Background: an optimization exercise with open tools, aiming at small area. Do not read the settings as production practice. In this exercise RTL edits were held to simulation tests only and were not proved equivalent to the original. No driver is modelled on the clock port, so clocking that relies on it looks cheaper here than on a real chip. No activity file was given, so power comes from the tool's default toggle rates.

`design/flow/config.mk`:
```
export PLATFORM = sky130hd
export DESIGN_NAME = cpu_top
export DESIGN_NICKNAME = cpu_top
export VERILOG_FILES = /design/flow/design.v
export SDC_FILE = /design/flow/constraint.sdc
export NUM_CORES = 4
export LEC_CHECK = 0
export CAP_MARGIN = 20
export CORE_MARGIN = 2
export CORE_UTILIZATION = 55
export GPL_TIMING_DRIVEN = 0
export SETUP_SLACK_MARGIN = 0.15
export SLEW_MARGIN = 20
export SYNTH_HIERARCHICAL = 1
```
`design/flow/constraint.sdc`:
```
create_clock -name core_clock -period 11.0 [get_ports {clk}]
set_input_delay 2.2000 -clock core_clock [delete_from_list [all_inputs] [get_ports {clk}]]
set_output_delay 2.2000 -clock core_clock [all_outputs]
set_load 0.01 [all_outputs]
```
`design/flow/design.v`:
```
module bk_add32(
    input [31:0] a,
    input [31:0] b,
    input ci,
    output [31:0] s,
    output [31:0] p,
    output [31:0] g
);
assign p = a ^ b;
assign g = a & b;
wire [31:0] G0, P0, G1, P1, G2, P2, G3, P3, G4, P4, G5, P5, G6, P6, G7, P7, G8, P8;
assign G0 = {g[31:1], g[0] | (p[0] & ci)};
assign P0 = p;
genvar i;
generate
    for (i = 0; i < 32; i = i + 1) begin : up
        if (i % 2 == 1) begin : l0
            assign G1[i] = G0[i] | (P0[i] & G0[i-1]);
            assign P1[i] = P0[i] & P0[i-1];
        end else begin : l0n
            assign G1[i] = G0[i];
            assign P1[i] = P0[i];
        end
        if (i % 4 == 3) begin : l1
            assign G2[i] = G1[i] | (P1[i] & G1[i-2]);
            assign P2[i] = P1[i] & P1[i-2];
        end else begin : l1n
            assign G2[i] = G1[i];
            assign P2[i] = P1[i];
        end
        if (i % 8 == 7) begin : l2
            assign G3[i] = G2[i] | (P2[i] & G2[i-4]);
            assign P3[i] = P2[i] & P2[i-4];
        end else begin : l2n
            assign G3[i] = G2[i];
            assign P3[i] = P2[i];
        end
        if (i % 16 == 15) begin : l3
            assign G4[i] = G3[i] | (P3[i] & G3[i-8]);
            assign P4[i] = P3[i] & P3[i-8];
        end else begin : l3n
            assign G4[i] = G3[i];
            assign P4[i] = P3[i];
        end
        if (i % 16 == 7 && i > 16) begin : d3
            assign G5[i] = G4[i] | (P4[i] & G4[i-8]);
            assign P5[i] = P4[i] & P4[i-8];
        end else begin : d3n
            assign G5[i] = G4[i];
            assign P5[i] = P4[i];
        end
        if (i % 8 == 3 && i > 8) begin : d2
            assign G6[i] = G5[i] | (P5[i] & G5[i-4]);
            assign P6[i] = P5[i] & P5[i-4];
        end else begin : d2n
            assign G6[i] = G5[i];
            assign P6[i] = P5[i];
        end
        if (i % 4 == 1 && i > 4) begin : d1
            assign G7[i] = G6[i] | (P6[i] & G6[i-2]);
            assign P7[i] = P6[i] & P6[i-2];
        end else begin : d1n
            assign G7[i] = G6[i];
            assign P7[i] = P6[i];
        end
        if (i % 2 == 0 && i > 1) begin : d0
            assign G8[i] = G7[i] | (P7[i] & G7[i-1]);
            assign P8[i] = P7[i] & P7[i-1];
        end else begin : d0n
            assign G8[i] = G7[i];
            assign P8[i] = P7[i];
        end
    end
endgenerate
assign s = p ^ {G8[30:0], ci};
endmodule
module alu(
    input [31:0] instr,
    input [31:0] a,
    input [31:0] b,
    output [31:0] sum,
    output [31:0] wdata,
    output cmp_ne,      
    output cmp_and      
);
wire [6:0] op = instr[6:0];
wire [2:0] f3 = instr[14:12];
wire [31:0] immI = {{20{instr[31]}}, instr[31:20]};
wire [31:0] immS = {{20{instr[31]}}, instr[31:25], instr[11:7]};
wire [31:0] immJ2 = {2'b00, {21{instr[20]}}, instr[30:22]};
wire sel_b = op[5] & ~op[2] & (op[4] | op[6]);
wire [31:0] imm = ~op[5] ? immI : (op[6] ? immJ2 : immS);
wire [31:0] opb = sel_b ? b : imm;
wire [31:0] x, n;
bk_add32 add(.a(a), .b(opb), .ci(1'b0), .s(sum), .p(x), .g(n));
wire [31:0] o = x | n;
assign cmp_ne = |x;
assign cmp_and = |n;
assign wdata = op[2] ? a :
               ~f3[2] ? sum :
               ~f3[1] ? x :
               f3[0] ? n : o;
endmodule
module control(
    input [31:0] instr,
    output rf_we,
    output mem_we,
    output bne,
    output beq,
    output jal,
    output jalr
);
wire [6:0] op = instr[6:0];
wire [2:0] f3 = instr[14:12];
wire f3_alu = (f3 == 3'b000) | (f3 == 3'b100) | (f3 == 3'b110) | (f3 == 3'b111);
wire is_opimm = (op == 7'b0010011) & f3_alu;
wire is_op = (op == 7'b0110011) & (instr[31:25] == 7'b0) & f3_alu;
wire is_br = (op == 7'b1100011);
assign mem_we = (op == 7'b0100011) & (f3 == 3'b010);
assign bne = is_br & (f3 == 3'b001);
assign beq = is_br & (f3 == 3'b000);
assign jal = (op == 7'b1101111);
assign jalr = (op == 7'b1100111);
assign rf_we = is_opimm | is_op | jal | jalr;
endmodule
module rf_word(
    input clk,
    input we,
    input we_n,
    input [31:0] d,
    output reg [31:0] q
);
always @(posedge clk)
    q <= (d & {32{we}}) | (q & {32{we_n}});
endmodule
module rf_aoi3(
    input [2:0] s,
    input [95:0] d,
    output [31:0] y
);
assign y = ~((d[31:0] & {32{s[0]}}) | (d[63:32] & {32{s[1]}}) | (d[95:64] & {32{s[2]}}));
endmodule
module rf_nand11(
    input [11*32-1:0] z,
    output [31:0] y
);
assign y = ~(z[31:0] & z[63:32] & z[95:64] & z[127:96] & z[159:128] & z[191:160] &
             z[223:192] & z[255:224] & z[287:256] & z[319:288] & z[351:320]);
endmodule
module rf_rd(
    input [31:1] sel,           
    input [32*32-1:32] regs,    
    output [31:0] rdata
);
wire [11*32-1:0] z;
genvar i;
generate
    for (i = 0; i < 10; i = i + 1) begin : g
        rf_aoi3 a(.s(sel[3*i+3:3*i+1]), .d(regs[96*i+127:96*i+32]), .y(z[32*i +: 32]));
    end
endgenerate
assign z[351:320] = ~(regs[1023:992] & {32{sel[31]}});
rf_nand11 n(.z(z), .y(rdata));
endmodule
module reg_file(
    input clk,
    input [4:0]raddr0,    
    input [4:0]raddr1,    
    input [4:0]waddr,     
    input [31:0]wdata,    
    input we,             
    output [31:0]rdata0,  
    output [31:0]rdata1   
);
wire [32*32-1:32] regs;
wire [31:1] sel0, sel1, wsel;
genvar k;
generate
    for (k = 1; k < 32; k = k + 1) begin : g
        assign sel0[k] = (raddr0 == k);
        assign sel1[k] = (raddr1 == k);
        assign wsel[k] = we & (waddr == k);
        rf_word w(.clk(clk), .we(wsel[k]), .we_n(~wsel[k]), .d(wdata), .q(regs[32*k +: 32]));
    end
endgenerate
rf_rd rd0(.sel(sel0), .regs(regs), .rdata(rdata0));
rf_rd rd1(.sel(sel1), .regs(regs), .rdata(rdata1));
endmodule
module dout_reg(
    input clk,
    input ld,
    input keep,
    input [15:0] d,
    output reg [15:0] q
);
always @(posedge clk)
    q <= (d & {16{ld}}) | (q & {16{keep}});
endmodule
module mem_ctrl(
    input clk,
    input rst,
    input [31:0]addr,
    input [31:0]data,
    input we,
    output [15:0]data_out
);
wire st = we & (addr == 32'h20);
dout_reg r(.clk(clk), .ld(~rst & st), .keep(~rst & ~st), .d(data[15:0]), .q(data_out));
endmodule
module core(
    input clk,
    input rst,
    input [31:0]instr_data,
    output [31:0]instr_addr,
    output [31:0]mem_addr,
    output [31:0]mem_data,
    output mem_we
);
wire [31:0] instr = instr_data;
wire [31:0] a, b, sum, wdata;
wire rf_we, bne, beq, jal, jalr, cmp_ne, cmp_and;
control control(
    .instr(instr), .rf_we(rf_we), .mem_we(mem_we),
    .bne(bne), .beq(beq), .jal(jal), .jalr(jalr)
);
reg_file rf(
    .clk(clk),
    .raddr0(instr[19:15]), .rdata0(a),
    .raddr1(instr[24:20]), .rdata1(b),
    .waddr(instr[11:7]), .wdata(wdata), .we(rf_we)
);
alu alu(
    .instr(instr), .a(a), .b(b),
    .sum(sum), .wdata(wdata), .cmp_ne(cmp_ne), .cmp_and(cmp_and)
);
assign mem_addr = sum;
assign mem_data = b;
reg [31:0] pc;
wire [31:0] immB = {{20{instr[31]}}, instr[31], instr[31], instr[7], instr[30:25], instr[11:9]};
wire [31:0] immJ2 = {2'b00, {21{instr[20]}}, instr[30:22]};
wire take_br = (bne & cmp_ne) | (beq & cmp_and);
wire [31:0] pc_inc, pc_off;
inc32 pcinc(.a(pc), .s(pc_inc));
bk_add32 pcadd(.a(pc), .b(jal ? immJ2 : immB), .ci(1'b0), .s(pc_off), .p(), .g());
wire [31:0] pc_t = (jal | take_br) ? pc_off : pc_inc;
wire halt = (pc == 32'd255);
wire [31:0] pc_next = halt ? 32'd255 : jalr ? sum : pc_t;
assign instr_addr = rst ? 32'b0 : pc_next;
always @(posedge clk)
    pc <= instr_addr;
endmodule
module ha_bit(
    input a,
    input c,
    output s,
    output co
);
assign s = a ^ c;
assign co = a & c;
endmodule
module inc32(
    input [31:0] a,
    output [31:0] s
);
wire [32:0] c;
assign c[0] = 1'b1;
genvar i;
generate
    for (i = 0; i < 32; i = i + 1) begin : b
        ha_bit h(.a(a[i]), .c(c[i]), .s(s[i]), .co(c[i+1]));
    end
endgenerate
endmodule
module cpu_top(
    input clk,
    input rst,
    output [31:0]instr_addr,
    input [31:0]instr_data,
    output mem_we,
    output [31:0]mem_addr,
    output [31:0]mem_data,
    output [15:0]data_out
);
mem_ctrl mem_ctrl(
    .clk(clk), .rst(rst), .addr(mem_addr), .data(mem_data),
    .we(mem_we), .data_out(data_out)
);
core core(
    .clk(clk), .rst(rst),
    .instr_data(instr_data),
    .instr_addr(instr_addr),
    .mem_addr(mem_addr), .mem_data(mem_data),
    .mem_we(mem_we)
);
endmodule
```
`design/flow/run.sh`:
```
#!/bin/bash
# synth_recipe.tcl (not shown) runs the flow's synth.tcl, then flattens the netlist and writes it again
# the make line also repeats each setting of config.mk as NAME=value (left out here)
make -C /OpenROAD-flow-scripts/flow DESIGN_CONFIG=/design/flow/config.mk WORK_HOME=/design/flow/orfs CLKGATE_MAP_FILE= SYNTH_SCRIPT=/design/flow/synth_recipe.tcl finish
```
==> flow_summary.toml, run 1 <==
[routing]
drtPass1Iterations = 14
viasPerCell = 7.70
drc = 0
vias = 45600
drtAntennaViolNets = 0
dr.first_iter.drc_count = 9975
drt-wirelength-per-cell_um = 35.5
wl_mm = 211

[yosys]
postSynthAreaPerCell_um2 = 11.2
yosys_warnings = 9
syn_area_um2 = 48700
syn_inst = 4340

[clocking]
cts_root_buf = "clkbuf_16"
cts_tree = "yes"
insertion_delay_ns = 0.74
cts_hold_buf = 0
cts_sinks = 1040
h-tree-depth = 3
clk_path_buf_depth = 3
clkTransAtPathRegs_ns = 0.06
cts_made_buffers = 108

[die]
die_area_um2 = 91000
ios = 147
fp.coreArea_um2 = 88100
rows = 109
die_h_um = 302
initial_core_util = 0.553
fp.dieW_um = 302

[global_route]
gr-usage-all-layers = 0.443
grt_pass1_wl_mm = 298
grt_antenna_before_repair = 14
met2_usage = 0.648
gr-total-overflow = 0
use_met3 = 0.174
grt_start_max_net_pins = 31
use_met1 = 0.558
grt_pass1_vias = 42500
busiest_layer = "met2"

[worst_setup_path]
slowest_delay_ns = 0.79
crit_top_cell = "fa_1"
cp_data_required_time_ns = 8.80
crit_buf_inv = 7
crit_chain = "clkdlybuf4s15_2 > nand3b_1 > buf_4 > nor2_2 > buf_2 > a222oi_1 > nand4_1 > or3_4 > mux2_2 > inv_1 > fa_1 > inv_1 > fa_1 > a211o_1 > a211oi_4 > o22ai_4 > o31ai_4 > inv_2 > a31o_1 > fa_1 > nand2_1 > o21ai_0 > and2_1 > clkdlybuf4s50_1"
cpLargestDelayFamily = "compound AO/OA/AOI/OAI gates"
start_kind = "input port"
path_class = "input port to output port"
cp_data_arrival_time_ns = 8.66
critPathCaptureType = "output port"
cpMaxStageDelayCell = "fa_1"
path_max_fanout = 11

[sta]
clock.fmax_ghz = 0.0921
rsz0062_at_grt = "no"
fin_tns_setup_ns = 0
setup_violations = 0
hold_viol = 0
skew_ns = 0.0367
slew_headroom = 0.179
drv_slew = 0
timing.final.crit_period_ns = 10.86
timing.hold.ws_ns = 0.471
worst_pin_slew_ns = 1.23
period_share = 0.987

[placement]
port_buffers = 146
dpl-instance-area_um2 = 52900
dp_hpwl_mm = 159
gp_congestion = 1.10

[pwr]
leakagePower_uw = 0.0223
peakVddDrop_mv = 0.162
powerDensity_nw_per_um2 = 146
finalPower_uw = 8300

[final_layout]
finalNetCount = 4828
final_area_um2 = 56800
area_growth_pct = 16.6
regArea_um2 = 20800
drive_gt1_frac = 0.178
multi_input_area_um2 = 24200
fill_cells = 7188

[job]
maxCapViolations = 0

[worst_hold_path]
min_path_type = "flop to flop"

[status]
outcome = "timing/DRC/antenna clean"
==> metrics by stage <==
stage          std cells  worst slack [ns]   util
3_5_place_dp        5710             -1.32  0.600
5_1_grt             5919             0.106  0.645
3_3_place_gp        5651             -2.49  0.586
2_1_floorplan       4340              1.96      -
4_1_cts             5904             0.142  0.643
6_report            5925             0.142  0.645
==> sequential cells by signal, summed over array words and instances, names as in the netlist <==
register       cells
core.pc           32
mem_ctrl.r.q      16
core.rf.g.w.q    992
==> worst reg2reg max path, delay by kind of cell, from the launching register on <==
kind	cells	cell delay, ns
mux	1	0.12
fa+ha+maj	32	5.96
simple gates	1	0.23
compound gates	1	0.08
flops	1	0.33
==> path summary, 6_finish.rpt <==
path / start / endpoint / slack (ns) / depth (start not counted)
setup / recovery: instr_data[22] / instr_addr[28] / 0.14 / 24
hold / removal: mem_ctrl.r.q[11] / mem_ctrl.r.q[11] / 0.47 / 1
setup reg to reg: core.pc[0] / core.pc[31] / 4.15 / 35
hold reg to reg: mem_ctrl.r.q[11] / mem_ctrl.r.q[11] / 0.47 / 1
==> routing by layer <==
metal,part of all wire,vias up
met2,0.42,3592
li1,-,19100
met3,0.14,701
met4,0.060,18
met5,0.0019,-
met1,0.37,22200
==> layout make-up <==
type                            instances  area share
Clock buffer                          146      0.0536
Clock inverter                         48      0.0102
Buffer                                432      0.0727
Antenna cell                            9    0.000396
Sequential cell                      1040       0.366
Inverter                               56     0.00370
Tap cell                             1165      0.0256
Multi-Input combinational cell       2810       0.427
Timing Repair Buffer                  219      0.0409
==> placed cells by master (no fill, tap or decap), drive strengths merged, types with 68 or more instances in the layout <==
| cell type | count |
|---|---|
| a222oi | 640 |
| a22o | 1008 |
| buf | 468 |
| clkbuf | 186 |
| clkdlybuf4s50 | 141 |
| dfxtp | 1040 |
| ha | 93 |
| nand2 | 176 |
| nand3 | 68 |
| nand4 | 145 |
| nor2 | 141 |
==> power by group <==
part	total (uW)	internal, uW	switching (uW)	leakage (uW)
Sequential	3840	3810	34.2	0.00838
Combinational	637	213	425	0.0122
Clock	3820	2200	1620	0.00179
Total	8300	6210	2080	0.0223
==> repair_timing <==
| item | in CTS | in global routing |
|---|---|---|
| cloned | 0 | 0 |
| endpoints found under the hold margin | 0 | 0 |
| endpoints found under the setup margin | 48 | 29 |
| pin swaps | 2 | 12 |
| buffers inserted | 2 | 12 |
| resized for setup | 41 | 28 |
==> run 2, diff against run 1 <==
--- a/design/flow/design.v
+++ b/design/flow/design.v
@@ -97,8 +97,22 @@
 assign cmp_ne = |x;
 assign cmp_and = |n;
-assign wdata = op[2] ? a :
-               ~f3[2] ? sum :
-               ~f3[1] ? x :
-               f3[0] ? n : o;
+wire s_a = op[2];
+wire s_sum = ~op[2] & ~f3[2];
+wire s_x = ~op[2] & f3[2] & ~(f3[1] & f3[0]);
+wire s_n = ~op[2] & f3[2] & f3[1];
+wb_sel wsel(.a(a), .sum(sum), .x(x), .n(n), .s_a(s_a), .s_sum(s_sum), .s_x(s_x), .s_n(s_n), .y(wdata));
+endmodule
+module wb_sel(
+    input [31:0] a,
+    input [31:0] sum,
+    input [31:0] x,
+    input [31:0] n,
+    input s_a,
+    input s_sum,
+    input s_x,
+    input s_n,
+    output [31:0] y
+);
+assign y = (a & {32{s_a}}) | (sum & {32{s_sum}}) | (x & {32{s_x}}) | (n & {32{s_n}});
 endmodule
 module control(
@@ -243,8 +257,13 @@
 inc32 pcinc(.a(pc), .s(pc_inc));
 bk_add32 pcadd(.a(pc), .b(jal ? immJ2 : immB), .ci(1'b0), .s(pc_off), .p(), .g());
-wire [31:0] pc_t = (jal | take_br) ? pc_off : pc_inc;
 wire halt = (pc == 32'd255);
-wire [31:0] pc_next = halt ? 32'd255 : jalr ? sum : pc_t;
-assign instr_addr = rst ? 32'b0 : pc_next;
+wire go = ~rst & ~halt;
+wire tk = jal | take_br;
+pc_sel psel(
+    .off(pc_off), .inc(pc_inc), .jr(sum),
+    .s_off(go & ~jalr & tk), .s_inc(go & ~jalr & ~tk), .s_jr(go & jalr),
+    .s_255(~rst & halt),
+    .y(instr_addr)
+);
 always @(posedge clk)
     pc <= instr_addr;
@@ -272,4 +291,16 @@
 endgenerate
 endmodule
+module pc_sel(
+    input [31:0] off,
+    input [31:0] inc,
+    input [31:0] jr,
+    input s_off,
+    input s_inc,
+    input s_jr,
+    input s_255,
+    output [31:0] y
+);
+assign y = (off & {32{s_off}}) | (inc & {32{s_inc}}) | (jr & {32{s_jr}}) | {24'b0, {8{s_255}}};
+endmodule
 module cpu_top(
     input clk,
==> design/flow/flow/run.sh (new file) <==
#!/bin/bash
# Own flow: the standard layout (standard.sh, standard synthesis unchanged)
# with a few ORFS settings changed:
#  - buffers that ABC inserted during synthesis are removed at floorplan and
#    every gate is set to its smallest drive strength there (downsize.tcl);
#    the resizer's repair steps later size up only what timing, slew and
#    capacitance need
#  - ports are buffered with sky130_fd_sc_hd__buf_1 instead of a delay cell
#  - repair uses buffers up to buf_6 only (dontuse.tcl)
#  - CTS uses larger sink clusters with clkbuf_8 and no dummy loads
# Each tool's output goes to standard.log (make) and ORFS's own logs under
# orfs/logs.
set -euo pipefail
WORK=$(cd "$(dirname "${BASH_SOURCE[0]}")/.." && pwd)
cd "$WORK"
export REMOVE_ABC_BUFFERS=1
export POST_FLOORPLAN_TCL="$WORK/flow/downsize.tcl"
export PRE_RESIZE_TCL="$WORK/flow/dontuse.tcl"
export PRE_CTS_TCL="$WORK/flow/dontuse.tcl"
export PRE_GLOBAL_ROUTE_TCL="$WORK/flow/dontuse.tcl"
export BUFFER_PORTS_ARGS="-buffer_cell sky130_fd_sc_hd__buf_1"
export CTS_ARGS="-sink_clustering_enable -repair_clock_nets -dont_use_dummy_load -sink_clustering_size ${OF_CTS_SIZE:-18} -sink_clustering_max_diameter ${OF_CTS_DIAM:-50} -buf_list {sky130_fd_sc_hd__clkbuf_8}"
bash standard.sh > "$WORK/standard.log" 2>&1
==> design/flow/flow/dontuse.tcl (new file) <==
set_dont_use [get_lib_cells {sky130_fd_sc_hd__buf_8 sky130_fd_sc_hd__buf_12 sky130_fd_sc_hd__buf_16 sky130_fd_sc_hd__bufbuf_8 sky130_fd_sc_hd__bufbuf_16 sky130_fd_sc_hd__bufinv_8 sky130_fd_sc_hd__bufinv_16}]
==> design/flow/flow/downsize.tcl (new file) <==
# Set every combinational gate to the smallest drive strength of its kind
# (same function, same footprint). Flip-flops, taps and tie cells are left.
set db [ord::get_db]
set block [ord::get_db_block]
set n 0
foreach inst [$block getInsts] {
  set m [$inst getMaster]
  set name [$m getName]
  if {![regexp {^(sky130_fd_sc_hd__[a-z0-9]+)_([0-9]+)$} $name -> base size]} { continue }
  if {[regexp {^sky130_fd_sc_hd__(df|edf|sdf|dl|tap|conb|fill|decap|clk)} $base]} { continue }
  foreach s {1 2} {
    if {$s >= $size} { break }
    set nm [$db findMaster "${base}_$s"]
    if {$nm != "NULL" && [$nm getWidth] < [$m getWidth]} {
      $inst swapMaster $nm
      incr n
      break
    }
  }
}
puts "downsize.tcl: downsized $n instances"
==> design/flow/standard.sh (new file) <==
#!/bin/bash
# synth_recipe.tcl (not shown) runs the flow's synth.tcl, then flattens the netlist and writes it again
# the make line also repeats each setting of config.mk as NAME=value (left out here)
make -C /OpenROAD-flow-scripts/flow DESIGN_CONFIG=/design/flow/config.mk WORK_HOME=/design/flow/orfs CLKGATE_MAP_FILE= SYNTH_SCRIPT=/design/flow/synth_recipe.tcl "${@:-finish}"
--- a/design/flow/config.mk
+++ b/design/flow/config.mk
@@ -6,9 +6,9 @@
 export NUM_CORES = 4
 export LEC_CHECK = 0
-export CAP_MARGIN = 20
+export CAP_MARGIN = 5
 export CORE_MARGIN = 2
 export CORE_UTILIZATION = 55
 export GPL_TIMING_DRIVEN = 0
-export SETUP_SLACK_MARGIN = 0.15
-export SLEW_MARGIN = 20
+export SETUP_SLACK_MARGIN = 0.4
+export SLEW_MARGIN = 5
 export SYNTH_HIERARCHICAL = 1
removed: design/flow/run.sh
==> flow_summary.toml, run 2 <==
[clocking]
cts_tree = "yes"
cts_made_buffers = 115
cts_sinks = 1040
clkTransAtPathRegs_ns = 0.05
cts_hold_buf = 0
insertion_delay_ns = 0.89

[worst_setup_path]
path_max_fanout = 19
cp_data_arrival_time_ns = 8.57
start_kind = "input port"
path_class = "input port to output port"
cp_data_required_time_ns = 8.80
r2r_cells = 18
critPathCaptureType = "output port"

[pwr]
p_switching_uw = 1790
peakVddDrop_mv = 0.102
sequentialPowerShare = 0.577
leakagePower_uw = 0.0189
power.share.clock = 0.342
finalPower_uw = 6630
powerDensity_nw_per_um2 = 131
share_comb_of_total_power = 0.081
switching_share = 0.271
p_int_uw = 4830

[job]
maxCapViolations = 0

[global_route]
grt_antenna_before_repair = 37
grt_pass1_wl_mm = 321
grt_pass1_vias = 44300
grt_start_max_net_pins = 39
gr-total-overflow = 0
gr-usage-all-layers = 0.489

[final_layout]
drive_gt1_frac = 0.120
largest_register_ffs = 992
final_cells = 5435
final_core_util = 0.580
area_growth_pct = 4.40
finalNetCount = 4419
largest_register = "core.rf.g.w.q"
final_area_um2 = 50400
layout_commonest_cell = "dfxtp_1"
reg_top3 = "core.rf.g.w.q (992), core.pc (32), mem_ctrl.r.q (16)"
mostFrequentLayoutCells = "dfxtp_1 (1040), a22o_1 (1008), a222oi_1 (664)"

[placement]
dp_hpwl_mm = 149
pre_cts_ws_ns = -1.60
gp_congestion = 1.02
port_buffers = 146
dp.cells = 5262
dpl-instance-area_um2 = 48200

[die]
initial_core_util = 0.555
die_area_um2 = 90100
ios = 147
fp.coreArea_um2 = 86900
rows = 108
fp.dieW_um = 300
die_h_um = 300

[yosys]
syn_inst = 4255
postSynthAreaPerCell_um2 = 11.3
syn_area_um2 = 48300
yosys_warnings = 9

[sta]
postLayoutSetupSlackWorst_ns = 0.229
skew_ns = 0.123
slew_headroom = 0.139
clock.fmax_ghz = 0.0928
rsz0062_at_grt = "no"
period_share = 0.979
timing.final.crit_period_ns = 10.77
setup_violations = 0
worst_pin_slew_ns = 1.29
drv_slew = 0
hold_viol = 0

[routing]
dr.first_iter.drc_count = 10800
drc = 0
vias = 46500
viasPerCell = 8.56
drt-wirelength-per-cell_um = 42.1
wl_mm = 229
drtPass1Iterations = 14
drtAntennaViolNets = 0

[worst_hold_path]
min_path_type = "flop to flop"
hold_depth = 1

[status]
outcome = "timing/DRC/antenna clean"
-- run 2: stage by stage --
stage                     TNS [ns]  hold WS, ns
after global placement    -1121.02        0.450
after floorplan                  0        0.461
after global routing             0        0.500
after detailed placement    -74.27        0.462
final                            0        0.472
after CTS                        0        0.474
-- run 2: path summary, 6_finish.rpt --
kind | startpoint | to | slack (ns)
setup / recovery | instr_data[22] | instr_addr[21] | 0.23
hold / removal | mem_ctrl.r.q[5] | mem_ctrl.r.q[5] | 0.47
setup reg to reg | core.rf.g[7].w.q[14] | mem_ctrl.r.q[6] | 3.96
hold reg to reg | mem_ctrl.r.q[5] | mem_ctrl.r.q[5] | 0.47
-- run 2: timing repair --
item	in CTS	in global routing
pin swaps	6	25
cloned	0	1
resized for setup	35	37
setup buffers	14	19
endpoints found under the hold margin	0	0
endpoints found under the setup margin	83	46
-- run 2: layout make-up --
type                            count  area, um^2
Inverter                           79         297
Sequential cell                  1040       20800
Clock buffer                      115        1580
Timing Repair Buffer              307        2220
Multi-Input combinational cell   2715       24000
Antenna cell                       24        60.1
Fill cell                        7343       36500
Tap cell                         1155        1450
-- run 2: layer usage --
metal,part of all wire,global-route usage
met5,0.0024,0.0153
met2,0.40,0.681
met3,0.18,0.251
met1,0.33,0.574
met4,0.089,0.347
-- run 2: power groups by stage --
stage | clock network [uW] | registers [uW] | logic (uW)
after global routing | 2400 | 3820 | 540
after detailed placement | 0 | 3910 | 481
after global placement | 0 | 3900 | 435
final | 2270 | 3820 | 536
after floorplan | 0 | 3900 | 241
after CTS | 2250 | 3820 | 492
-- run 2: critical path: stages --
cell	delay [ns]
clkbuf_4	0.28
or3b_4	0.49
nor2_4	0.50
buf_6	0.35
a222oi_1	0.16
nand4_1	0.28
or3_1	0.64
inv_1	0.09
a21oi_1	0.25
ha_1	0.32
and2_1	0.19
a221oi_1	0.54
o22ai_4	0.25
nor2_1	0.24
o21ai_0	0.17
fa_1	0.43
xor2_2	0.68
a222oi_1	0.15
inv_1	0.13
buf_1	0.15
==> run 3, diff against run 2 <==
--- a/design/flow/design.v
+++ b/design/flow/design.v
@@ -142,50 +142,50 @@
     input we,
     input we_n,
-    input [31:0] d,
-    output reg [31:0] q
+    input [15:0] d,
+    output reg [15:0] q
 );
 always @(posedge clk)
-    q <= (d & {32{we}}) | (q & {32{we_n}});
+    q <= (d & {16{we}}) | (q & {16{we_n}});
 endmodule
 module rf_aoi3(
     input [2:0] s,
-    input [95:0] d,
-    output [31:0] y
+    input [47:0] d,
+    output [15:0] y
 );
-assign y = ~((d[31:0] & {32{s[0]}}) | (d[63:32] & {32{s[1]}}) | (d[95:64] & {32{s[2]}}));
+assign y = ~((d[15:0] & {16{s[0]}}) | (d[31:16] & {16{s[1]}}) | (d[47:32] & {16{s[2]}}));
 endmodule
 module rf_nand11(
-    input [11*32-1:0] z,
-    output [31:0] y
+    input [11*16-1:0] z,
+    output [15:0] y
 );
-assign y = ~(z[31:0] & z[63:32] & z[95:64] & z[127:96] & z[159:128] & z[191:160] &
-             z[223:192] & z[255:224] & z[287:256] & z[319:288] & z[351:320]);
+assign y = ~(z[15:0] & z[31:16] & z[47:32] & z[63:48] & z[79:64] & z[95:80] &
+             z[111:96] & z[127:112] & z[143:128] & z[159:144] & z[175:160]);
 endmodule
 module rf_rd(
     input [31:1] sel,           
-    input [32*32-1:32] regs,    
-    output [31:0] rdata
+    input [32*16-1:16] regs,    
+    output [15:0] rdata
 );
-wire [11*32-1:0] z;
+wire [11*16-1:0] z;
 genvar i;
 generate
     for (i = 0; i < 10; i = i + 1) begin : g
-        rf_aoi3 a(.s(sel[3*i+3:3*i+1]), .d(regs[96*i+127:96*i+32]), .y(z[32*i +: 32]));
+        rf_aoi3 a(.s(sel[3*i+3:3*i+1]), .d(regs[48*i+63:48*i+16]), .y(z[16*i +: 16]));
     end
 endgenerate
-assign z[351:320] = ~(regs[1023:992] & {32{sel[31]}});
+assign z[175:160] = ~(regs[511:496] & {16{sel[31]}});
 rf_nand11 n(.z(z), .y(rdata));
 endmodule
-module reg_file(
+module rf_half(
     input clk,
-    input [4:0]raddr0,    
-    input [4:0]raddr1,    
-    input [4:0]waddr,     
-    input [31:0]wdata,    
-    input we,             
-    output [31:0]rdata0,  
-    output [31:0]rdata1   
+    input [4:0]raddr0,
+    input [4:0]raddr1,
+    input [4:0]waddr,
+    input [15:0]wdata,
+    input we,
+    output [15:0]rdata0,
+    output [15:0]rdata1
 );
-wire [32*32-1:32] regs;
+wire [32*16-1:16] regs;
 wire [31:1] sel0, sel1, wsel;
 genvar k;
@@ -195,5 +195,5 @@
         assign sel1[k] = (raddr1 == k);
         assign wsel[k] = we & (waddr == k);
-        rf_word w(.clk(clk), .we(wsel[k]), .we_n(~wsel[k]), .d(wdata), .q(regs[32*k +: 32]));
+        rf_word w(.clk(clk), .we(wsel[k]), .we_n(~wsel[k]), .d(wdata), .q(regs[16*k +: 16]));
     end
 endgenerate
@@ -201,4 +201,23 @@
 rf_rd rd1(.sel(sel1), .regs(regs), .rdata(rdata1));
 endmodule
+module reg_file(
+    input clk,
+    input [4:0]raddr0,    
+    input [4:0]raddr1,    
+    input [4:0]waddr,     
+    input [31:0]wdata,    
+    input we,             
+    output [31:0]rdata0,  
+    output [31:0]rdata1   
+);
+rf_half lo(
+    .clk(clk), .raddr0(raddr0), .raddr1(raddr1), .waddr(waddr),
+    .wdata(wdata[15:0]), .we(we), .rdata0(rdata0[15:0]), .rdata1(rdata1[15:0])
+);
+rf_half hi(
+    .clk(clk), .raddr0(raddr0), .raddr1(raddr1), .waddr(waddr),
+    .wdata(wdata[31:16]), .we(we), .rdata0(rdata0[31:16]), .rdata1(rdata1[31:16])
+);
+endmodule
 module dout_reg(
     input clk,
--- a/design/flow/flow/run.sh
+++ b/design/flow/flow/run.sh
@@ -8,5 +8,5 @@
 #  - ports are buffered with sky130_fd_sc_hd__buf_1 instead of a delay cell
 #  - repair uses buffers up to buf_6 only (dontuse.tcl)
-#  - CTS uses larger sink clusters with clkbuf_8 and no dummy loads
+#  - CTS uses small sink clusters driven by clkbuf_4 and no dummy loads
 # Each tool's output goes to standard.log (make) and ORFS's own logs under
 # orfs/logs.
@@ -20,4 +20,4 @@
 export PRE_GLOBAL_ROUTE_TCL="$WORK/flow/dontuse.tcl"
 export BUFFER_PORTS_ARGS="-buffer_cell sky130_fd_sc_hd__buf_1"
-export CTS_ARGS="-sink_clustering_enable -repair_clock_nets -dont_use_dummy_load -sink_clustering_size ${OF_CTS_SIZE:-18} -sink_clustering_max_diameter ${OF_CTS_DIAM:-50} -buf_list {sky130_fd_sc_hd__clkbuf_8}"
+export CTS_ARGS="-sink_clustering_enable -repair_clock_nets -dont_use_dummy_load -sink_clustering_size ${OF_CTS_SIZE:-11} -sink_clustering_max_diameter ${OF_CTS_DIAM:-40} -buf_list {sky130_fd_sc_hd__clkbuf_4}"
 bash standard.sh > "$WORK/standard.log" 2>&1
==> flow_summary.toml, run 3 <==
[final_layout]
area_growth_pct = -0.634
mostFrequentLayoutCells = "dfxtp_1 (1039), a22o_1 (1008), a222oi_1 (664)"
finalNetCount = 4526
layout_commonest_cell = "dfxtp_1"
reg_top3 = "core.rf.hi.g.w.q (496), core.rf.lo.g.w.q (496), core.pc (32)"
drive_gt1_frac = 0.0910

[sta]
setup_violations = 0
period_share = 0.965
fin_tns_setup_ns = 0
worst_pin_slew_ns = 1.57
slew_headroom = -0.0518
timing.hold.ws_ns = 0.482
clock.fmax_ghz = 0.0942
hold_viol = 0
timing.final.crit_period_ns = 10.62
rsz0062_at_grt = "yes"
drv_slew = 9
skew_ns = 0.171

[yosys]
postSynthAreaPerCell_um2 = 11.1
syn_inst = 4447
yosys_warnings = 9
syn_area_um2 = 49300

[die]
fp.coreArea_um2 = 88600
initial_core_util = 0.557
die_area_um2 = 92100
ios = 147
die_h_um = 304
rows = 109
fp.dieW_um = 304

[routing]
drt-wirelength-per-cell_um = 36.1
drtPass1Iterations = 17
vias = 44200
drc = 0
wl_mm = 200
dr.first_iter.drc_count = 10100
viasPerCell = 7.96
drtAntennaViolNets = 0

[global_route]
grt_antenna_before_repair = 21
gr-usage-all-layers = 0.419
gr-total-overflow = 0
grt_pass1_vias = 39900
grt_start_max_net_pins = 39
grt_pass1_wl_mm = 285

[worst_setup_path]
start_kind = "input port"
crit_chain = "buf_4 > nand3b_1 > nor2_2 > a222oi_1 > nand4_1 > or3_4 > mux2_2 > inv_1 > fa_1 > inv_1 > fa_1 > a211o_1 > a211oi_4 > o22ai_4 > o31ai_4 > inv_2 > a31o_1 > fa_1 > xor2_4 > a222oi_1 > inv_1 > buf_1"
path_class = "input port to output port"
cp_data_arrival_time_ns = 8.42
cpMaxStageDelayCell = "a222oi_1"
critPathCaptureType = "output port"
slowest_delay_ns = 0.58
r2r_cells = 21
path_max_fanout = 19
cp_data_required_time_ns = 8.80

[clocking]
cts_sinks = 1040
cts_made_buffers = 149
cts_tree = "yes"
clkTransAtPathRegs_ns = 0.08
insertion_delay_ns = 1.19

[job]
maxCapViolations = 2

[pwr]
leakagePower_uw = 0.0184
powerDensity_nw_per_um2 = 128
peakVddDrop_mv = 0.104

[status]
so_faults = "capacitance limit, slew limit"
outcome = "failed layout checks"

[placement]
gp_congestion = 1.02
port_buffers = 146
dp_hpwl_mm = 133

[worst_hold_path]
min_path_type = "flop to flop"
hold_depth = 1
[run 3: power by group]
part           internal, uW  switching, uW
Sequential             3790           25.7
Clock                   621           1310
Combinational           115            393
Total                  4530           1730
[run 3: critical path, delay by kind of cell]
kind / cells / cell delay [ns]
and+or+nand+nor: 4 / 1.74
muxes: 1 / 0.30
xor gates and xnor gates: 1 / 0.20
AOI/OAI and AO/OA: 7 / 2.12
buffers and inverters: 6 / 0.76
adders and majority gates: 3 / 1.04
[run 3: worst paths after layout]
check                                             from          endpoint  slack [ns]
worst min register to register        mem_ctrl.r.q[15]  mem_ctrl.r.q[15]        0.48
worst max register to register  core.rf.lo.g[1].w.q[0]   mem_ctrl.r.q[7]        3.93
worst min-delay path                  mem_ctrl.r.q[15]  mem_ctrl.r.q[15]        0.48
worst max-delay path                    instr_data[23]    instr_addr[29]        0.38
[run 3: layout make-up]
class | instances | area, um^2
fillers | 7918 | 39600
multi-input cells | 2888 | 24100
flip-flops and latches | 1040 | 20800
well taps | 1165 | 1460
repair buffers | 207 | 1180
clock buffers | 149 | 1120
inverters | 79 | 297
diodes | 18 | 45.0
[run 3: metal layers]
layer  routed length, um  track usage  up-vias
li1                    -            -    18600
met1               75900        0.557    21500
met5                 214            0        -
met2               82500        0.596     3454
met4               14700        0.256       26
met3               26600        0.123      627
[run 3: metrics by stage]
step	cell area, um^2	utilization	instances	total power (uW)	setup WS, ns
2_1_floorplan	44900	-	4006	4150	2.08
3_3_place_gp	46700	0.527	5317	4350	-1.83
6_report	49000	0.553	5546	6260	0.384
5_1_grt	49000	0.553	5536	6460	0.357
4_1_cts	48700	0.549	5516	6250	0.415
3_5_place_dp	47500	0.536	5367	4380	-0.931
[run 3: timing repair]
item | in CTS | in global routing
cloned | 0 | 1
pin swaps | 4 | 9
buffers inserted | 0 | 1
endpoints found under the hold margin | 0 | 0
gates resized for setup | 42 | 25
setup endpoints to repair | 53 | 37
hold buffers | 0 | 0
==> run 4, diff against run 3 <==
--- a/design/flow/design.v
+++ b/design/flow/design.v
@@ -179,9 +179,11 @@
 module rf_half(
     input clk,
-    input [4:0]raddr0,
-    input [4:0]raddr1,
-    input [4:0]waddr,
+    input [3:0] r0_lo_n,
+    input [7:0] r0_hi_n,
+    input [3:0] r1_lo_n,
+    input [7:0] r1_hi_n,
+    input [3:0] w_lo_n,
+    input [7:0] w_hi_n,
     input [15:0]wdata,
-    input we,
     output [15:0]rdata0,
     output [15:0]rdata1
@@ -192,7 +194,7 @@
 generate
     for (k = 1; k < 32; k = k + 1) begin : g
-        assign sel0[k] = (raddr0 == k);
-        assign sel1[k] = (raddr1 == k);
-        assign wsel[k] = we & (waddr == k);
+        assign sel0[k] = ~(r0_hi_n[k/4] | r0_lo_n[k%4]);
+        assign sel1[k] = ~(r1_hi_n[k/4] | r1_lo_n[k%4]);
+        assign wsel[k] = ~(w_hi_n[k/4] | w_lo_n[k%4]);
         rf_word w(.clk(clk), .we(wsel[k]), .we_n(~wsel[k]), .d(wdata), .q(regs[16*k +: 16]));
     end
@@ -211,11 +213,30 @@
     output [31:0]rdata1   
 );
+wire [3:0] r0_lo_n, r1_lo_n, w_lo_n;
+wire [7:0] r0_hi_n, r1_hi_n, w_hi_n;
+genvar i;
+generate
+    for (i = 0; i < 4; i = i + 1) begin : pd_lo
+        assign r0_lo_n[i] = ~(raddr0[1:0] == i);
+        assign r1_lo_n[i] = ~(raddr1[1:0] == i);
+        assign w_lo_n[i] = ~(we & (waddr[1:0] == i));
+    end
+    for (i = 0; i < 8; i = i + 1) begin : pd_hi
+        assign r0_hi_n[i] = ~(raddr0[4:2] == i);
+        assign r1_hi_n[i] = ~(raddr1[4:2] == i);
+        assign w_hi_n[i] = ~(waddr[4:2] == i);
+    end
+endgenerate
 rf_half lo(
-    .clk(clk), .raddr0(raddr0), .raddr1(raddr1), .waddr(waddr),
-    .wdata(wdata[15:0]), .we(we), .rdata0(rdata0[15:0]), .rdata1(rdata1[15:0])
+    .clk(clk),
+    .r0_lo_n(r0_lo_n), .r0_hi_n(r0_hi_n), .r1_lo_n(r1_lo_n), .r1_hi_n(r1_hi_n),
+    .w_lo_n(w_lo_n), .w_hi_n(w_hi_n),
+    .wdata(wdata[15:0]), .rdata0(rdata0[15:0]), .rdata1(rdata1[15:0])
 );
 rf_half hi(
-    .clk(clk), .raddr0(raddr0), .raddr1(raddr1), .waddr(waddr),
-    .wdata(wdata[31:16]), .we(we), .rdata0(rdata0[31:16]), .rdata1(rdata1[31:16])
+    .clk(clk),
+    .r0_lo_n(r0_lo_n), .r0_hi_n(r0_hi_n), .r1_lo_n(r1_lo_n), .r1_hi_n(r1_hi_n),
+    .w_lo_n(w_lo_n), .w_hi_n(w_hi_n),
+    .wdata(wdata[31:16]), .rdata0(rdata0[31:16]), .rdata1(rdata1[31:16])
 );
 endmodule
--- a/design/flow/flow/run.sh
+++ b/design/flow/flow/run.sh
@@ -8,5 +8,5 @@
 #  - ports are buffered with sky130_fd_sc_hd__buf_1 instead of a delay cell
 #  - repair uses buffers up to buf_6 only (dontuse.tcl)
-#  - CTS uses small sink clusters driven by clkbuf_4 and no dummy loads
+#  - CTS uses larger sink clusters driven by clkbuf_8 and no dummy loads
 # Each tool's output goes to standard.log (make) and ORFS's own logs under
 # orfs/logs.
@@ -20,4 +20,4 @@
 export PRE_GLOBAL_ROUTE_TCL="$WORK/flow/dontuse.tcl"
 export BUFFER_PORTS_ARGS="-buffer_cell sky130_fd_sc_hd__buf_1"
-export CTS_ARGS="-sink_clustering_enable -repair_clock_nets -dont_use_dummy_load -sink_clustering_size ${OF_CTS_SIZE:-11} -sink_clustering_max_diameter ${OF_CTS_DIAM:-40} -buf_list {sky130_fd_sc_hd__clkbuf_4}"
+export CTS_ARGS="-sink_clustering_enable -repair_clock_nets -dont_use_dummy_load -sink_clustering_size ${OF_CTS_SIZE:-18} -sink_clustering_max_diameter ${OF_CTS_DIAM:-50} -buf_list {sky130_fd_sc_hd__clkbuf_8}"
 bash standard.sh > "$WORK/standard.log" 2>&1
--- a/design/flow/config.mk
+++ b/design/flow/config.mk
@@ -6,9 +6,10 @@
 export NUM_CORES = 4
 export LEC_CHECK = 0
-export CAP_MARGIN = 5
+export CAP_MARGIN = 15
 export CORE_MARGIN = 2
-export CORE_UTILIZATION = 55
+export CORE_UTILIZATION = 62
 export GPL_TIMING_DRIVEN = 0
+export PLACE_DENSITY = 0.68
 export SETUP_SLACK_MARGIN = 0.4
-export SLEW_MARGIN = 5
+export SLEW_MARGIN = 15
 export SYNTH_HIERARCHICAL = 1
==> flow_summary.toml, run 4 <==
[global_route]
grt_pass1_wl_mm = 274
grt_pass1_vias = 40200
gr-total-overflow = 0
gr-usage-all-layers = 0.445
grt_antenna_before_repair = 9
grt_start_max_net_pins = 39

[sta]
setup_violations = 0
slew_headroom = 0.129
period_share = 0.962
skew_ns = 0.0956
timing.final.crit_period_ns = 10.58
rsz0062_at_grt = "yes"
hold_viol = 0
drv_slew = 0
clock.fmax_ghz = 0.0945
worst_pin_slew_ns = 1.30
postLayoutSetupSlackWorst_ns = 0.423
timing.hold.ws_ns = 0.481

[clocking]
cts_made_buffers = 112
insertion_delay_ns = 0.83
cts_sinks = 1040
clkTransAtPathRegs_ns = 0.06
cts_hold_buf = 0
cts_tree = "yes"

[worst_setup_path]
critPathCaptureType = "output port"
cp_data_required_time_ns = 8.80
r2r_cells = 34
path_class = "input port to output port"
start_kind = "input port"
path_max_fanout = 13
cp_data_arrival_time_ns = 8.38

[routing]
wl_mm = 189
drtPass1Iterations = 14
dr.first_iter.drc_count = 9273
viasPerCell = 8.20
vias = 43900
drt-wirelength-per-cell_um = 35.2
drtAntennaViolNets = 0
drc = 0

[status]
outcome = "timing/DRC/antenna clean"

[final_layout]
finalNetCount = 4460
layout_commonest_cell = "dfxtp_1"
mostFrequentLayoutCells = "dfxtp_1 (1040), a22o_1 (1008), a222oi_1 (664)"
reg_top3 = "core.rf.hi.g.w.q (496), core.rf.lo.g.w.q (496), core.pc (32)"
multi_input_area_um2 = 23900
fill_cells = 6570
drive_gt1_frac = 0.108
regArea_um2 = 20800
final_cells = 5353
area_growth_pct = 0.580

[die]
fp.coreArea_um2 = 78600
fp.dieW_um = 285
die_h_um = 285
die_area_um2 = 81300
rows = 103
ios = 147
initial_core_util = 0.623

[placement]
dp_hpwl_mm = 124
gp_congestion = 1.02
port_buffers = 146
pre_cts_ws_ns = -0.794
dp.cells = 5189

[pwr]
leakagePower_uw = 0.0185
powerDensity_nw_per_um2 = 132
peakVddDrop_mv = 0.110

[yosys]
postSynthAreaPerCell_um2 = 11.2
syn_area_um2 = 49000
syn_inst = 4375
yosys_warnings = 9

[job]
maxCapViolations = 0

[worst_hold_path]
hold_depth = 1
min_path_type = "flop to flop"
-- run 4: cell type report --
type,count,share of cell area
well taps,1050,0.0267
diodes,6,0.000305
repair buffers,239,0.0275
inverters,79,0.00602
clock buffers,112,0.0313
flip-flops and latches,1040,0.422
multi-input cells,2827,0.486
-- run 4: final timing paths --
check	from	end	slack (ns)
max	instr_data[17]	instr_addr[29]	0.42
min	mem_ctrl.r.q[7]	mem_ctrl.r.q[7]	0.48
max reg2reg	core.pc[0]	core.pc[31]	4.15
min reg2reg	mem_ctrl.r.q[7]	mem_ctrl.r.q[7]	0.48
-- run 4: per-layer routing --
| metal | share of wire | GRT usage | up-vias |
|---|---|---|---|
| met2 | 0.41 | 0.638 | 3735 |
| met4 | 0.088 | 0.311 | 10 |
| met3 | 0.14 | 0.127 | 761 |
| li1 | - | - | 18300 |
| met5 | 0.00056 | 0.00174 | - |
| met1 | 0.36 | 0.576 | 21100 |
-- run 4: critical path, cell delays in order --
cell and delay, ns:
buf_1 0.36, or3b_4 0.43, nor2_1 0.15, clkbuf_4 0.24, a222oi_1 0.74, nand4_1 0.24, or3_1 0.49, inv_1 0.12
fa_1 0.17, inv_1 0.05, fa_1 0.41, a211o_1 0.32, a211oi_2 0.30, o22ai_1 0.23, o31ai_2 0.32, inv_2 0.11
a31o_1 0.24, fa_1 0.45, xor2_4 0.31, a222oi_1 0.12, inv_1 0.17, buf_1 0.18
-- run 4: where the power goes --
part	total, uW	leakage, uW	switching, uW	internal [uW]
Sequential	3820	0.00838	25.9	3800
Combinational	507	0.00929	386	121
Clock	2200	0.000805	1300	897
-- run 4: stage by stage --
| step | area, um^2 | power [uW] | utilization | setup TNS (ns) |
|---|---|---|---|---|
| after floorplan | 44600 | 4150 | - | 0 |
| after global placement | 46200 | 4330 | 0.588 | -123.48 |
| after detailed placement | 47100 | 4360 | 0.600 | -8.26 |
| after CTS | 49000 | 6500 | 0.623 | 0 |
| after global routing | 49300 | 6690 | 0.627 | 0 |
| final | 49300 | 6520 | 0.627 | 0 |
-- run 4: what timing repair did --
| item | CTS | global route |
|---|---|---|
| gates resized for setup | 32 | 19 |
| pin swaps | 8 | 16 |
| buffers inserted | 29 | 9 |
| endpoints found under the setup margin | 43 | 30 |
==> run 5, diff against run 4 <==
--- a/design/flow/config.mk
+++ b/design/flow/config.mk
@@ -8,7 +8,6 @@
 export CAP_MARGIN = 15
 export CORE_MARGIN = 2
-export CORE_UTILIZATION = 62
+export CORE_UTILIZATION = 55
 export GPL_TIMING_DRIVEN = 0
-export PLACE_DENSITY = 0.68
 export SETUP_SLACK_MARGIN = 0.4
 export SLEW_MARGIN = 15
==> flow_summary.toml, run 5 <==
[status]
outcome = "timing/DRC/antenna clean"

[worst_setup_path]
crit_top_cell = "a222oi_1"
r2r-start = "core.rf.lo.g[1].w.q[2]"
path_max_fanout = 16
r2r_setup_slack_ns = 3.93
start_kind = "input port"
path_class = "input port to output port"
crit_buf_inv = 4
crit_chain = "buf_2 > nand2_4 > nor2_2 > a222oi_1 > nand4_1 > or3_1 > mux2_1 > ha_1 > a211o_1 > a211oi_4 > o22ai_4 > o31ai_2 > inv_2 > a31o_1 > fa_1 > xor2_4 > a222oi_1 > inv_1 > buf_1"
cpLargestDelayFamily = "compound AO/OA/AOI/OAI gates"
r2r_cells = 18
critPathCaptureType = "output port"
r2r_end = "mem_ctrl.r.q[9]"
cp_data_required_time_ns = 8.80
cp_data_arrival_time_ns = 8.46
cpMaxStageDelayCell = "or3_1"
slowest_delay_ns = 0.73

[die]
initial_core_util = 0.554
die_h_um = 302
fp.dieW_um = 302
rows = 109
fp.coreArea_um2 = 88400
die_area_um2 = 91500
ios = 147

[final_layout]
finalNetCount = 4468
final_core_util = 0.561
reg_top3 = "core.rf.hi.g.w.q (496), core.rf.lo.g.w.q (496), core.pc (32)"
area_growth_pct = 1.24
drive_gt1_frac = 0.110
layout_commonest_cell = "dfxtp_1"
mostFrequentLayoutCells = "dfxtp_1 (1040), a22o_1 (1008), a222oi_1 (664)"

[routing]
drc = 0
viasPerCell = 7.92
drtAntennaViolNets = 0
drtPass1Iterations = 14
dr.first_iter.drc_count = 9031
vias = 43300
drt-wirelength-per-cell_um = 35.8
wl_mm = 196

[yosys]
postSynthAreaPerCell_um2 = 11.2
yosys_warnings = 9
syn_inst = 4375
syn_area_um2 = 49000

[sta]
worst_pin_slew_ns = 1.37
hold_viol = 0
fin_tns_setup_ns = 0
slew_headroom = 0.0837
rsz0062_at_grt = "yes"
skew_ns = 0.0923
setup_violations = 0
timing.final.crit_period_ns = 10.66
drv_slew = 0
period_share = 0.970
clock.fmax_ghz = 0.0938
timing.hold.ws_ns = 0.474

[global_route]
gr-usage-all-layers = 0.408
grt_pass1_vias = 39000
grt_antenna_before_repair = 8
grt_start_max_net_pins = 39
gr-total-overflow = 0
grt_pass1_wl_mm = 277

[clocking]
cts_hold_buf = 0
insertion_delay_ns = 0.85
cts_sinks = 1040
cts_tree = "yes"
clkTransAtPathRegs_ns = 0.06
cts_made_buffers = 120

[worst_hold_path]
min_path_type = "flop to flop"
whs_endpoint = "mem_ctrl.r.q[1]"
hp-start = "mem_ctrl.r.q[1]"
hold_depth = 1

[pwr]
finalPower_uw = 6630
powerDensity_nw_per_um2 = 134
leakagePower_uw = 0.0186
peakVddDrop_mv = 0.129

[job]
maxCapViolations = 0

[placement]
port_buffers = 146
dp_hpwl_mm = 132
gp_congestion = 0.984
run 5: area by class of cell:
type                       instances  area (um^2)
multi-input combinational       2827        24000
inverter                          79          297
tap                             1165         1460
antenna                            6         15.0
sequential                      1040        20800
timing repair buffer             239         1400
fill                            7779        38800
clock buffer                     120         1650
run 5: power by group:
group	leakage (uW)	internal [uW]	switching [uW]	total, uW
clock	0.000863	958	1340	2300
sequential	0.00838	3800	25.7	3820
combinational	0.00931	124	392	516
run 5: metrics by stage:
step | setup WS, ns | cells | instance area, um^2
after floorplan | 1.86 | 3946 | 44600
final | 0.335 | 5476 | 49600
after CTS | 0.437 | 5447 | 49200
after global routing | 0.365 | 5472 | 49600
after global placement | -2.56 | 5257 | 46400
after detailed placement | -0.809 | 5311 | 47400
run 5: routing by layer:
layer,global-route usage,vias up,part of all wire
li1,-,18300,-
met1,0.549,21200,0.38
met2,0.597,3295,0.42
met3,0.0882,569,0.12
met4,0.252,5,0.075
met5,0.00104,-,0.00032
run 5: worst max-delay path by stage:
stage | slack [ns] | cells past startpoint | start | end
detailed placement | -0.81 | 22 | instr_data[24] | instr_addr[27]
global placement | -2.56 | 23 | instr_data[20] | mem_ctrl.r.q[10]
finish | 0.34 | 19 | instr_data[20] | instr_addr[27]
floorplan | 1.86 | 20 | instr_data[21] | instr_addr[27]
global route | 0.37 | 22 | instr_data[20] | instr_addr[27]
CTS | 0.44 | 21 | instr_data[18] | instr_addr[27]
run 5: repair_timing:
item                                    CTS  global route
setup buffers                            16            16
pin swaps                                 4            11
endpoints found under the setup margin   52            30
gates resized for setup                  27            22
==> run 6, diff against run 5 <==
--- a/design/flow/config.mk
+++ b/design/flow/config.mk
@@ -8,7 +8,8 @@
 export CAP_MARGIN = 15
 export CORE_MARGIN = 2
-export CORE_UTILIZATION = 55
+export CORE_UTILIZATION = 62
 export GPL_TIMING_DRIVEN = 0
-export SETUP_SLACK_MARGIN = 0.4
+export PLACE_DENSITY = 0.68
+export SETUP_SLACK_MARGIN = 0.3
 export SLEW_MARGIN = 15
 export SYNTH_HIERARCHICAL = 1
==> flow_summary.toml, run 6 <==
[yosys]
yosys_warnings = 9
syn_inst = 4375
syn_area_um2 = 49000
postSynthAreaPerCell_um2 = 11.2

[die]
initial_core_util = 0.623
rows = 103
die_area_um2 = 81300
ios = 147
fp.coreArea_um2 = 78600
fp.dieW_um = 285
die_h_um = 285

[sta]
drv_slew = 0
worst_pin_slew_ns = 1.29
period_share = 0.974
setup_violations = 0
clock.fmax_ghz = 0.0934
slew_headroom = 0.135
hold_viol = 0
rsz0062_at_grt = "yes"
postLayoutSetupSlackWorst_ns = 0.288
skew_ns = 0.0944
timing.final.crit_period_ns = 10.71

[worst_setup_path]
crit_buf_inv = 5
critPathCaptureType = "output port"
r2r_cells = 34
cp_data_arrival_time_ns = 8.51
cp.depth = 19
cpMaxStageDelayCell = "a222oi_1"
path_class = "input port to output port"
path_max_fanout = 23
crit_chain = "buf_2 > nand2b_4 > buf_4 > nor2_1 > a222oi_1 > nand4_1 > or3_1 > a21o_1 > ha_1 > nor4_1 > nand4_1 > or2_2 > a221oi_1 > nand2_1 > a21oi_4 > buf_6 > a222oi_1 > inv_1 > buf_1"
cpLargestDelayFamily = "simple AND/OR/NAND/NOR gates"
start_kind = "input port"
cp_data_required_time_ns = 8.80
slowest_delay_ns = 0.79

[clocking]
cts_sinks = 1040
clkTransAtPathRegs_ns = 0.07
cts_made_buffers = 112
cts_hold_buf = 0
insertion_delay_ns = 0.82
cts_tree = "yes"

[final_layout]
mostFrequentLayoutCells = "dfxtp_1 (1040), a22o_1 (1008), a222oi_1 (664)"
layout_commonest_cell = "dfxtp_1"
finalNetCount = 4455
final_core_util = 0.626
area_growth_pct = 0.447
reg_top3 = "core.rf.hi.g.w.q (496), core.rf.lo.g.w.q (496), core.pc (32)"
final_area_um2 = 49200
drive_gt1_frac = 0.105

[routing]
drtPass1Iterations = 14
drc = 0
drt-wirelength-per-cell_um = 35.3
vias = 43800
dr.first_iter.drc_count = 9534
drtAntennaViolNets = 0
wl_mm = 189
viasPerCell = 8.18

[pwr]
share_comb_of_total_power = 0.077
peakVddDrop_mv = 0.110
sequentialPowerShare = 0.586
finalPower_uw = 6520
switching_share = 0.262
powerDensity_nw_per_um2 = 132
p_int_uw = 4810
power.share.clock = 0.337
p_switching_uw = 1710
leakagePower_uw = 0.0184

[status]
outcome = "timing/DRC/antenna clean"

[placement]
pre_cts_ws_ns = -0.794
dp_hpwl_mm = 124
port_buffers = 146
gp_congestion = 1.02
dpl-instance-area_um2 = 47100

[global_route]
grt_start_max_net_pins = 39
grt_pass1_wl_mm = 273
gr-usage-all-layers = 0.443
gr-total-overflow = 0
grt_pass1_vias = 40200
grt_antenna_before_repair = 8

[worst_hold_path]
min_path_type = "flop to flop"
hold_depth = 1

[job]
maxCapViolations = 0
-- run 6: changes by cell type in the layout (fill, tap and decap cells not counted), moves of 3 or more --
cell | previous run | this run
buf_4 | 11 | 15
buf_6 | 50 | 43
clkbuf_8 | 120 | 112
buf_1 | 137 | 140
xor2_2 | 5 | 0
nor2_2 | 153 | 150
clkbuf_2 | 4 | 0
xor2_1 | 14 | 18
nor2_1 | 48 | 52
-- run 6: per-stage QoR --
stage	cells	hold slack, ns	TNS, ns
floorplan	3946	0.461	0
global placement	5142	0.451	-123.48
detailed placement	5189	0.453	-8.26
CTS	5323	0.476	0
global route	5344	0.488	0
finish	5348	0.476	0
-- run 6: routing by layer --
metal	vias to the layer above	GRT usage	part of all wire
li1	18200	-	-
met1	21000	0.576	0.36
met2	3771	0.638	0.41
met3	760	0.125	0.14
met4	10	0.306	0.087
met5	-	0.00291	0.00039
-- run 6: final cells by class --
class,count,area [um^2]
Clock buffer,112,1540
Antenna cell,6,15.0
Fill cell,6559,29400
Timing Repair Buffer,234,1320
Multi-Input combinational cell,2827,23900
Tap cell,1050,1310
Sequential cell,1040,20800
Inverter,79,297
-- run 6: worst paths after layout --
check                     end        startpoint  slack [ns]
max reg2reg       core.pc[31]        core.pc[0]        4.15
min reg2reg  mem_ctrl.r.q[13]  mem_ctrl.r.q[13]        0.48
max            instr_addr[28]    instr_data[20]        0.29
min          mem_ctrl.r.q[13]  mem_ctrl.r.q[13]        0.48
-- run 6: power groups by stage --
stage	Combinational, uW	Clock (uW)	Sequential [uW]
5_1_grt	514	2340	3820
3_3_place_gp	426	0	3910
2_1_floorplan	246	0	3900
3_5_place_dp	459	0	3910
6_report	505	2190	3820
4_1_cts	470	2200	3820
-- run 6: repair_timing --
item	in CTS	in global routing
setup buffers	22	13
setup endpoints to repair	41	26
endpoints found under the hold margin	0	0
resized for setup	27	10
pin swaps	4	14

[what the ideal ports hide]
Ports are ideal in the flow. The routed layouts listed here were re-timed in OpenROAD. Step 1 sets driving cells, clkbuf_16 on the clock port and buf_2 on the other inputs (assumed; they add their load-dependent delay and slew). Step 2 also shifts input and output timing later by t, the mid clock arrival at the registers, as if the neighbouring blocks saw the same clock. Slacks: ideal / step 1 / step 2; pairs: ideal / step 1.
| run | t, ns | setup WS [ns] | worst hold slack (ns) | worst slew at a driven data input, ns | cell pins on the clock port's net |
|---|---|---|---|---|---|
| run 1 | 0.789 | 0.142 / 0.099 / 0.099 | 0.471 / 0.471 / 0.471 | 0.06 | 1 |
| run 2 | 0.894 | 0.229 / 0.202 / 0.202 | 0.472 / 0.472 / 0.472 | 0.17 | 1 |
| run 3 | 1.168 | 0.384 / 0.272 / 0.272 | 0.482 / 0.482 / 0.482 | 0.11 | 1 |
| run 4 | 0.849 | 0.423 / 0.390 / 0.390 | 0.481 / 0.481 / 0.481 | 0.09 | 1 |
| run 5 | 0.871 | 0.335 / 0.315 / 0.315 | 0.474 / 0.474 / 0.474 | 0.07 | 1 |
| run 6 | 0.840 | 0.288 / 0.244 / 0.244 | 0.476 / 0.476 / 0.476 | 0.09 | 1 |
The setup slack of run 3, which loses most, moves by -0.112 ns with the drivers and by -0.112 ns with both steps.
